Source: an optimization exercise on an open RTL-to-GDS flow (aim: small area). Production flows keep margins and buffers that such runs may drop. In this exercise RTL edits were held to simulation tests only and were not proved equivalent to the original. Power is estimated from default activity; no workload was simulated.

`flow/config.mk`:
```
export PLATFORM = sky130hd
export DESIGN_NAME = top_module_x3
export DESIGN_NICKNAME = top_module_x3
export VERILOG_FILES = /design/flow/design.v
export SDC_FILE = /design/flow/constraint.sdc
export NUM_CORES = 4
export LEC_CHECK = 0
export CAP_MARGIN = 20
export CORE_MARGIN = 2
export CORE_UTILIZATION = 40
export SLEW_MARGIN = 20
```
`flow/constraint.sdc`:
```
create_clock -name core_clock -period 20.0 [get_ports {clk}]
set_input_delay 4.0000 -clock core_clock [delete_from_list [all_inputs] [get_ports {clk}]]
set_output_delay 4.0000 -clock core_clock [all_outputs]
set_load 0.01 [all_outputs]
```
`flow/design.v`:
```
module ina_chan (
    input  wire        clk,
    input  wire        rst_n,
    input  wire        samp,     
    input  wire        first,    
    input  wire [3:0]  k,        
    input  wire        sda,
    input  wire        upd,
    output reg  [11:0] bcd,      
    output reg         inr       
);
    localparam HI = 2'd0,    
               LO = 2'd1,    
               IN = 2'd2,
               OUT = 2'd3;
    reg [11:0] acc;
    reg [1:0]  cs;
    wire c32 = (k == 4'd14) | (k == 4'd13) | (k == 4'd12) | (k == 4'd11) | (k == 4'd10) | (k == 4'd8);
    wire c5  = (k == 4'd8) | (k == 4'd7) | (k == 4'd6) | (k == 4'd5) | (k == 4'd4) | (k == 4'd2);
    wire [1:0] cs0 = first ? HI : cs;
    reg  [1:0] cs_n;
    always @(*) begin
        case (cs0)
            HI: cs_n = (sda == c32) ? HI : (sda ? OUT : ((k == 4'd14) ? LO : IN));
            LO: cs_n = (sda == c5)  ? LO : (sda ? IN : OUT);
            default: cs_n = cs0;
        endcase
    end
    wire [11:0] a0 = first ? 12'd0 : acc;
    wire [3:0] h = a0[11:8], t = a0[7:4], u = a0[3:0];
    wire cu = (u >= 4'd5), ct = (t >= 4'd5);
    wire [3:0] u2 = (cu ? u - 4'd5 : u);
    wire [3:0] t2 = (ct ? t - 4'd5 : t);
    wire [3:0] h2 = (h >= 4'd5) ? h - 4'd5 : h;
    wire [11:0] acc_n = {h2[2:0], ct, t2[2:0], cu, u2[2:0], sda};
    always @(posedge clk or negedge rst_n) begin
        if (!rst_n) begin
            acc <= 12'd0; cs <= OUT; bcd <= 12'd0; inr <= 1'b0;
        end else begin
            if (samp) begin acc <= acc_n; cs <= cs_n; end
            if (upd) begin bcd <= acc; inr <= (cs == IN); end
        end
    end
endmodule
module lcd_controller_x3 (
    input clk,
    input reset,
    input [11:0] val1,
    input [11:0] val2,
    input [11:0] val3,
    output rs,
    output rw,
    output enable,
    output [7:0] data
);
    reg [4:0] e;
    reg [4:0] p;
    reg [3:0] dlo;       
    wire setup = (e == 5'd20);
    wire [4:0] pn = (p == 5'd31) ? 5'd8 : p + 5'd1;
    wire [11:0] vsel = (pn[4:3] == 2'd1) ? val1 : (pn[4:3] == 2'd2) ? val2 : val3;
    reg [3:0] lo_n;
    always @(*) begin
        if (pn[4:3] == 2'd0) begin
            case (pn[2:0])
                3'd5: lo_n = 4'hC;
                3'd6: lo_n = 4'h1;
                3'd7: lo_n = 4'h6;
                default: lo_n = 4'h8;
            endcase
        end else begin
            case (pn[2:0])
                3'd0: lo_n = 4'h3;
                3'd1: lo_n = {2'b00, pn[4:3]};
                3'd2: lo_n = 4'hA;
                3'd3: lo_n = vsel[11:8];
                3'd4: lo_n = vsel[7:4];
                3'd5: lo_n = 4'hE;
                3'd6: lo_n = vsel[3:0];
                default: lo_n = 4'h0;
            endcase
        end
    end
    reg [3:0] hi;
    always @(*) begin
        if (p[4:3] == 2'd0) hi = (p == 5'd0 || p[2:0] >= 3'd5) ? 4'h0 : 4'h3;
        else case (p[2:0])
            3'd0: hi = 4'h5;
            3'd5: hi = 4'h2;
            3'd7: hi = (p[4:3] == 2'd1) ? 4'h2 : (p[4:3] == 2'd2) ? 4'hC : 4'h8;
            default: hi = 4'h3;
        endcase
    end
    always @(posedge clk or negedge reset) begin
        if (!reset) begin
            e <= 5'd30; p <= 5'd0; dlo <= 4'd0;
        end else begin
            e <= (e == 5'd0) ? 5'd29 : e - 5'd1;
            if (setup) begin p <= pn; dlo <= lo_n; end
        end
    end
    assign data = {hi, dlo};
    assign rs = (p[4:3] != 2'd0) & ~((p[2:0] == 3'd7) & p[4]);
    assign rw = 1'b0;
    assign enable = (e <= 5'd9);
endmodule
module top_module_x3 (
    input wire clk,
    input wire rst_n,
    output reg buzzer,
    input  wire sda1_i, output wire sda1_o, output wire sda1_oe, output wire scl1,
    input  wire sda2_i, output wire sda2_o, output wire sda2_oe, output wire scl2,
    input  wire sda3_i, output wire sda3_o, output wire sda3_oe, output wire scl3,
    output wire lcd_rs,
    output wire lcd_rw,
    output wire lcd_en,
    output wire [7:0] lcd_d,
    output reg relay1,
    output reg relay2,
    output reg relay3
);
    reg [1:0] q;
    wire tick = q[1] & q[0];
    reg       inbyte;
    reg [5:0] ss;
    reg [3:0] bidx;
    reg [3:0] ucnt;      
    wire [4:0] g    = ss[4:0];
    wire [3:0] slot = ss[5:2];
    wire [1:0] sub  = ss[1:0];
    wire b_last  = (bidx == 4'd3) | (bidx == 4'd5) | (bidx == 4'd8);
    wire b_read  = (bidx == 4'd7) | (bidx == 4'd8);
    wire gap4    = ~inbyte & (bidx == 4'd4);
    wire upd     = tick & gap4 & (g == 5'd31);    
    always @(posedge clk or negedge rst_n) begin
        if (!rst_n) begin
            q <= 2'd0;
            inbyte <= 1'b0; ss <= 6'd0; bidx <= 4'd0; ucnt <= 4'd0;
        end else begin
            q <= {q[0] ^ q[1], ~q[0] | q[1]};
            if (tick) begin
                if (!inbyte) begin
                    if (g == 5'd23) begin inbyte <= 1'b1; ss <= 6'd0; end
                    else ss <= {1'b0, g + 5'd1};
                    if (g == 5'd31 && bidx == 4'd4 && !ucnt[3]) ucnt <= ucnt + 4'd1;
                end else if (ss == 6'd35) begin
                    if (b_last) begin
                        inbyte <= 1'b0; ss <= 6'd29;
                        bidx <= (bidx == 4'd8) ? 4'd4 : bidx + 4'd1;
                    end else begin
                        bidx <= bidx + 4'd1;
                        ss <= (bidx == 4'd6 || bidx == 4'd7) ? 6'd0 : 6'd3;
                    end
                end else ss <= ss + 6'd1;
            end
        end
    end
    wire scl_c = inbyte ? (sub[1] ^ sub[0]) : ~(g == 5'd29 || g == 5'd23);
    wire oe_c  = inbyte ? ((slot == 4'd8) ? b_read
                                          : ~b_read & ~(slot == 4'd0 & ~(bidx == 4'd0 | bidx == 4'd4 | bidx == 4'd6)))
                        : ~(g == 5'd0 && bidx == 4'd0);
    wire [2:0] bitn = ~slot[2:0];             
    wire is_addr = (bidx == 4'd0) | (bidx == 4'd4) | (bidx == 4'd6);
    reg cbit;                                  
    always @(*) begin
        case (bidx)
            4'd1: cbit = (bitn == 3'd0) | (bitn == 3'd2);      
            4'd2: cbit = (bitn == 3'd4);                       
            4'd5: cbit = (bitn == 3'd2);                       
            4'd6: cbit = (bitn == 3'd7) | (bitn == 3'd0);      
            4'd8: cbit = 1'b1;                                 
            4'd0, 4'd4: cbit = (bitn == 3'd7);                 
            default: cbit = 1'b0;                              
        endcase
    end
    wire o_gap = ~(g == 5'd29 || g == 5'd30 || g == 5'd22 || g == 5'd23);
    wire o1 = inbyte ? cbit : o_gap;
    wire o2 = inbyte ? (cbit | (is_addr & bitn == 3'd1 & ~slot[3])) : o_gap;
    wire o3 = inbyte ? (cbit | (is_addr & bitn == 3'd3 & ~slot[3])) : o_gap;
    assign scl1 = scl_c; assign scl2 = scl_c; assign scl3 = scl_c;
    assign sda1_oe = oe_c; assign sda2_oe = oe_c; assign sda3_oe = oe_c;
    assign sda1_o = o1; assign sda2_o = o2; assign sda3_o = o3;
    wire samp  = tick & inbyte & b_read & ~slot[3] & (sub == 2'd1);
    wire first = (bidx == 4'd7) & (slot == 4'd0);
    wire [3:0] kbit = {~bidx[3], bitn};       
    wire [11:0] v1, v2, v3;
    wire c1, c2, c3;
    ina_chan U_C1 (.clk(clk), .rst_n(rst_n), .samp(samp), .first(first), .k(kbit), .sda(sda1_i), .upd(upd), .bcd(v1), .inr(c1));
    ina_chan U_C2 (.clk(clk), .rst_n(rst_n), .samp(samp), .first(first), .k(kbit), .sda(sda2_i), .upd(upd), .bcd(v2), .inr(c2));
    ina_chan U_C3 (.clk(clk), .rst_n(rst_n), .samp(samp), .first(first), .k(kbit), .sda(sda3_i), .upd(upd), .bcd(v3), .inr(c3));
    wire prot = ucnt[3] | (ucnt == 4'd7) | ((ucnt == 4'd6) & ~(gap4 & ~g[4]));
    wire rel_pt = (q == 2'd2) & ~inbyte & (bidx == 4'd6) &
                  ((ucnt == 4'd7) ? (g == 5'd22) : (g == 5'd6));
    reg a1, a2, a3;
    always @(posedge clk or negedge rst_n) begin
        if (!rst_n) begin
            relay1 <= 1'b1; relay2 <= 1'b1; relay3 <= 1'b1;
            buzzer <= 1'b1;
            a1 <= 1'b0; a2 <= 1'b0; a3 <= 1'b0;
        end else begin
            if (prot & (c1 | c2 | c3)) buzzer <= 1'b0;
            if (upd) begin a1 <= prot & c1; a2 <= prot & c2; a3 <= prot & c3; end
            if (rel_pt & a1 & c1) relay1 <= 1'b0;
            if (rel_pt & a2 & c2) relay2 <= 1'b0;
            if (rel_pt & a3 & c3) relay3 <= 1'b0;
        end
    end
    lcd_controller_x3 U_LCD (
        .clk(clk), .reset(rst_n),
        .val1(v1), .val2(v2), .val3(v3),
        .rs(lcd_rs), .rw(lcd_rw), .enable(lcd_en), .data(lcd_d)
    );
endmodule
```
`flow/run.sh`:
```
#!/bin/bash
# synth_recipe.tcl (not shown) runs the flow's synth.tcl, then flattens the netlist and writes it again
# the make line also repeats each setting of config.mk as NAME=value (left out here)
make -C /OpenROAD-flow-scripts/flow DESIGN_CONFIG=/design/flow/config.mk WORK_HOME=/design/flow/orfs CLKGATE_MAP_FILE= SYNTH_SCRIPT=/design/flow/synth_recipe.tcl finish
```
==> summary.txt <==
## cells in the mapped netlist, drive strengths merged (11+ instances only)
| library cell | count | share of area, % |
|---|---|---|
| o31ai | 23 | 2.5 |
| dfrtp | 105 | 37 |
| nand2 | 191 | 10 |
| nor3 | 12 | 1.0 |
| buf | 32 | 3.1 |
| mux2i | 11 | 1.5 |
| nand2b | 15 | 1.3 |
| a21oi | 40 | 2.8 |
| o21ai | 60 | 4.2 |
| dfstp | 14 | 5.1 |
| ha | 47 | 8.2 |
| clkbuf | 15 | 0.79 |
| inv | 44 | 2.3 |
| a31oi | 19 | 1.7 |
| nor2 | 38 | 2.2 |
| nand3 | 13 | 0.91 |
## through the flow
| stage | power (W) | setup slack [ns] |
|---|---|---|
| 3_3_place_gp | 0.0002528 | 13.65 |
| 6_report | 0.0005345 | 13.18 |
| 4_1_cts | 0.0005427 | 13.18 |
| 3_5_place_dp | 0.0002528 | 13.64 |
| 2_1_floorplan | 0.0002464 | 14.23 |
| 5_1_grt | 0.0005544 | 12.97 |
## routing by layer
layer,wire length (um),global-route usage [%],up-vias
met5,0,0,-
met4,190,5.612,0
met3,731,4.415,19
met2,7409,28.69,120
met1,8167,26.69,2770
li1,-,-,2829
## how the worst max path moves through the flow
stage / startpoint / end / cells past startpoint
6_report: U_LCD.p[0] / lcd_d[5] / 7
5_1_grt: U_LCD.p[0] / lcd_d[5] / 7
4_1_cts: U_LCD.p[0] / lcd_d[5] / 7
3_5_place_dp: U_LCD.p[0] / lcd_d[5] / 7
3_3_place_gp: U_LCD.p[0] / lcd_d[5] / 7
2_1_floorplan: bidx[0] / sda2_oe / 7
## state kept, by name (all words and copies together) (netlist names), 5 cells and up
name      count
U_C2.bcd     12
U_C3.bcd     12
U_LCD.p       5
U_C1.bcd     12
U_C1.acc     12
U_C2.acc     12
U_C3.acc     12
U_LCD.e       5
ss            6
## critical path, delay by kind of cell, from the launching register on
kind | cells | cell delay [ns]
buf+inv | 2 | 0.60
compound gates | 3 | 0.37
fa+ha+maj | 2 | 0.86
flops | 1 | 0.55
## layout make-up
cell class	instances	area [um2]
clock buffer	28	506.7
clock inverter	4	45.04
fill	1677	9402
inverter	44	165.2
multi-input combinational	597	3716
sequential	119	2995
tap	225	281.5
timing repair buffer	32	305.3
## cell families after synthesis
family / share of synthesized area (%)
buffers and inverters: 6.191
AO/OA/AOI/OAI: 18.38
adder cells (fa/ha/maj): 8.220
multiplexers: 1.696
flip-flops: 41.87
XOR/XNOR: 1.959
AND/OR/NAND/NOR: 21.63
other: 0.05242
## power by group
part	switching [W]	internal, W
sequential	0	0.000241
combinational	0.00000582	0.00000135
clock	0.000103	0.000183
total	0.000109	0.000426
## layout by cell type, fill, tap and decap left out, types with 3 or more instances in the layout
cell	n
sky130_fd_sc_hd__nand3_1	13
sky130_fd_sc_hd__a211oi_1	8
sky130_fd_sc_hd__clkbuf_8	4
sky130_fd_sc_hd__nand4_1	3
sky130_fd_sc_hd__inv_1	44
sky130_fd_sc_hd__o21ai_0	40
sky130_fd_sc_hd__a31oi_1	19
sky130_fd_sc_hd__and3_1	9
sky130_fd_sc_hd__a22o_1	3
sky130_fd_sc_hd__nor2_1	35
sky130_fd_sc_hd__ha_1	47
sky130_fd_sc_hd__or3_1	3
sky130_fd_sc_hd__clkdlybuf4s50_1	26
sky130_fd_sc_hd__a21oi_1	40
sky130_fd_sc_hd__nor2b_1	9
sky130_fd_sc_hd__nand2_1	188
sky130_fd_sc_hd__nor3_1	11
sky130_fd_sc_hd__xor2_1	10
sky130_fd_sc_hd__xnor2_1	6
sky130_fd_sc_hd__clkinv_2	3
sky130_fd_sc_hd__buf_4	6
sky130_fd_sc_hd__dfstp_2	14
sky130_fd_sc_hd__o21ai_1	19
sky130_fd_sc_hd__clkbuf_16	17
sky130_fd_sc_hd__dfrtp_1	105
sky130_fd_sc_hd__o31ai_1	22
sky130_fd_sc_hd__mux2i_1	11
sky130_fd_sc_hd__a32o_1	9
sky130_fd_sc_hd__and4b_1	6
sky130_fd_sc_hd__a22oi_1	6
sky130_fd_sc_hd__nand2b_1	15
sky130_fd_sc_hd__and2_1	3
sky130_fd_sc_hd__clkbuf_1	7
sky130_fd_sc_hd__o22ai_1	7
==> results_tabular.tex <==
\begin{tabular}{lr}
\hline
Metric & Value \\
\hline
\multicolumn{2}{l}{\textbf{Timing}} \\
\quad Tmin final & 6.819 ns \\
\quad Setup-failing EPs final & 0 \\
\quad Fin. Hold Viols & 0 \\
\quad Post-route worst hold slack & 0.4194 ns \\
\quad Max-slew headroom at the worst pin & 47.41\% \\
\quad Worst Max-Slew Pin Slew & 0.7869 ns \\
\quad Total count of max-transition violations in the final report & 0 \\
\quad Final sum of negative setup slack & 0 ns \\
\quad Period utilisation layout & 34.10\% \\
\quad Unrepaired setup endpoints after global routing & no \\
\quad Clock Skew & 0.01507 ns \\
\quad F\_max & 0.1466 GHz \\
\multicolumn{2}{l}{\textbf{CTS}} \\
\quad Insertion delay of the later-clocked pin in the worst-skew pair & 0.42 ns \\
\quad Number of sinks driven by the clock tree & 119 \\
\quad CTS H-Tree Depth & 4 \\
\quad Number of buffers inserted during clock tree synthesis & 17 \\
\quad TritonCTS clock tree & built \\
\quad Clock tree root buffer cell & sky130\_fd\_sc\_hd\_\_clkbuf\_16 \\
\quad Clk slew on worst S/H paths & 0.05 ns \\
\quad \# resized after CTS & 0 \\
\quad Number of buffers added to fix hold violations after cts & 0 \\
\quad Post CTS Setup Buffer Count & 0 \\
\quad Clock Tree Buf Depth & 2 \\
\multicolumn{2}{l}{\textbf{Floorplan}} \\
\quad Die outline area & 18,970 um2 \\
\quad Floorplan die height & 137.7 um \\
\quad Number of top-level design ports & 29 \\
\quad Initial Util & 41.08\% \\
\quad Core area & 17,420 um2 \\
\quad X dimension of the die & 137.7 um \\
\quad Row count & 48 \\
\multicolumn{2}{l}{\textbf{Yosys}} \\
\quad Mapped Cells & 807 \\
\quad Sequential element share of the synthesized area & 41.87\% \\
\quad Most instantiated flip-flop cell in the synthesis netlist & sky130\_fd\_sc\_hd\_\_dfrtp\_1 \\
\quad Async set-reset flop share out of synthesis & 100.0\% \\
\quad Unique masters post-synth & 77 \\
\quad Synthesized netlist net count & 859 \\
\quad Mapped Area & 7154 um2 \\
\quad Synth warn & 3 \\
\quad Number of synthesized flops with an enable pin & 0 \\
\quad Mean instance size in the synthesized netlist & 8.865 um2 \\
\quad Synthesis-stage register bit count & 119 \\
\multicolumn{2}{l}{\textbf{Critical path}} \\
\quad Reg-to-Reg Start & U\_LCD.p[0] \\
\quad Cells along the critical path & ha\_1 -> ha\_1 -> inv\_1 -> a21oi\_1 -> o22ai\_1 -> o21ai\_0 -> clkdlybuf4s50\_1 \\
\quad Crit path largest cell delay & 0.56 ns \\
\quad Required time at the endpoint of the critical path & 16.00 ns \\
\quad CP max FO & 15 \\
\quad Arrival time at the worst endpoint & 2.82 ns \\
\quad Dominant cell type by count on the critical path & sky130\_fd\_sc\_hd\_\_ha\_1 \\
\quad WS Path Type & flip-flop to output port \\
\quad Capture point of the worst reg-to-reg path & U\_LCD.dlo[0] \\
\quad Reg2reg setup slack & 16.62 ns \\
\quad Crit path launch type & flip-flop \\
\quad Worst R2R Path Depth & 8 \\
\quad Category of the worst setup path capture point & output port \\
\quad Slowest cell on the critical path & sky130\_fd\_sc\_hd\_\_ha\_1 \\
\multicolumn{2}{l}{\textbf{Pwr}} \\
\quad Leakage power & 3.670 nW \\
\quad Worst voltage drop across the vdd grid & 0.06342 mV \\
\quad Power density over the cells & 66.69 nW/um2 \\
\multicolumn{2}{l}{\textbf{Cells and area}} \\
\quad \# diodes & 0 \\
\quad Number of non-filler instances in the completed layout & 1,049 \\
\quad Layout Cell Area excl Fill & 8015 um2 \\
\quad Final-stage net count & 863 \\
\quad Area growth from synthesis to final layout & 12.03\% \\
\quad Share of final-layout standard cells stronger than drive strength 1 & 8.374\% \\
\quad Core utilization of the finished layout & 46.02\% \\
\multicolumn{2}{l}{\textbf{Route}} \\
\quad Detailed-route wire length & 16.50 mm \\
\quad First-pass DRT Iterations & 5 \\
\quad WL per Instance & 15.73 um \\
\quad Number of DRC violations after detailed-routing iteration 0 & 290 \\
\quad Post-route DRC violation count & 0 \\
\quad Antenna-violating nets left & 0 \\
\quad Via count & 5,738 \\
\quad Ratio of routed vias to standard cells & 5.470 \\
\multicolumn{2}{l}{\textbf{Worst hold path}} \\
\quad Worst hold path cell count & 1 \\
\quad Hold worst-path end & relay2 \\
\quad Worst min-delay path startpoint & a2 \\
\quad Hold WC Path Type & flip-flop to flip-flop \\
\multicolumn{2}{l}{\textbf{Place}} \\
\quad Placed insts & 1,017 \\
\quad Count of buffers inserted at the top-level ports & 27 \\
\quad Post-DP HPWL & 11.01 mm \\
\quad Area after detailed placement & 7463 um2 \\
\quad Routability cong. & 0.8474 \\
\multicolumn{2}{l}{\textbf{Global routing}} \\
\quad Overall overflow remaining after global route & 0 \\
\quad Number of global-route vias before repair & 5,393 \\
\quad Pin count of the biggest net entering global routing & 62 \\
\quad GRT Total Usage & 18.84\% \\
\quad First-pass GRT wire length & 27.95 mm \\
\quad Initial antenna violation count & 0 \\
\multicolumn{2}{l}{\textbf{Run}} \\
\quad Max-cap check violation count & 0 \\
\multicolumn{2}{l}{\textbf{Outcome}} \\
\quad Status & complete, no violations \\
\hline
\end{tabular}

separate check: timing with driven ports:
In the flow no input, the clock included, has a driving cell. The finished layout below was timed again as built, in two steps. Step 1, drivers: a clkbuf_16 drives clk and a buf_2 each remaining input, both assumed. Step 2 moves the port delays by t, midway between the first and last clock arrival at a register: inputs arrive t later, outputs are due t later. That takes back most of the time a late clock gives input paths. Three values: no drivers, after step 1, after step 2; two values: the first two.
t (ns): 0.456
slack for setup (ns): 13.181 / 13.139 / 13.594
worst setup path at the end: register to output
slew at the worst register clock pin (ns): 0.06 / 0.06
cell pins on the clock port's net: 1
After both steps this run still meets setup and hold. The setup slack of this run moves by -0.042 ns with the drivers and by +0.413 ns with both steps.
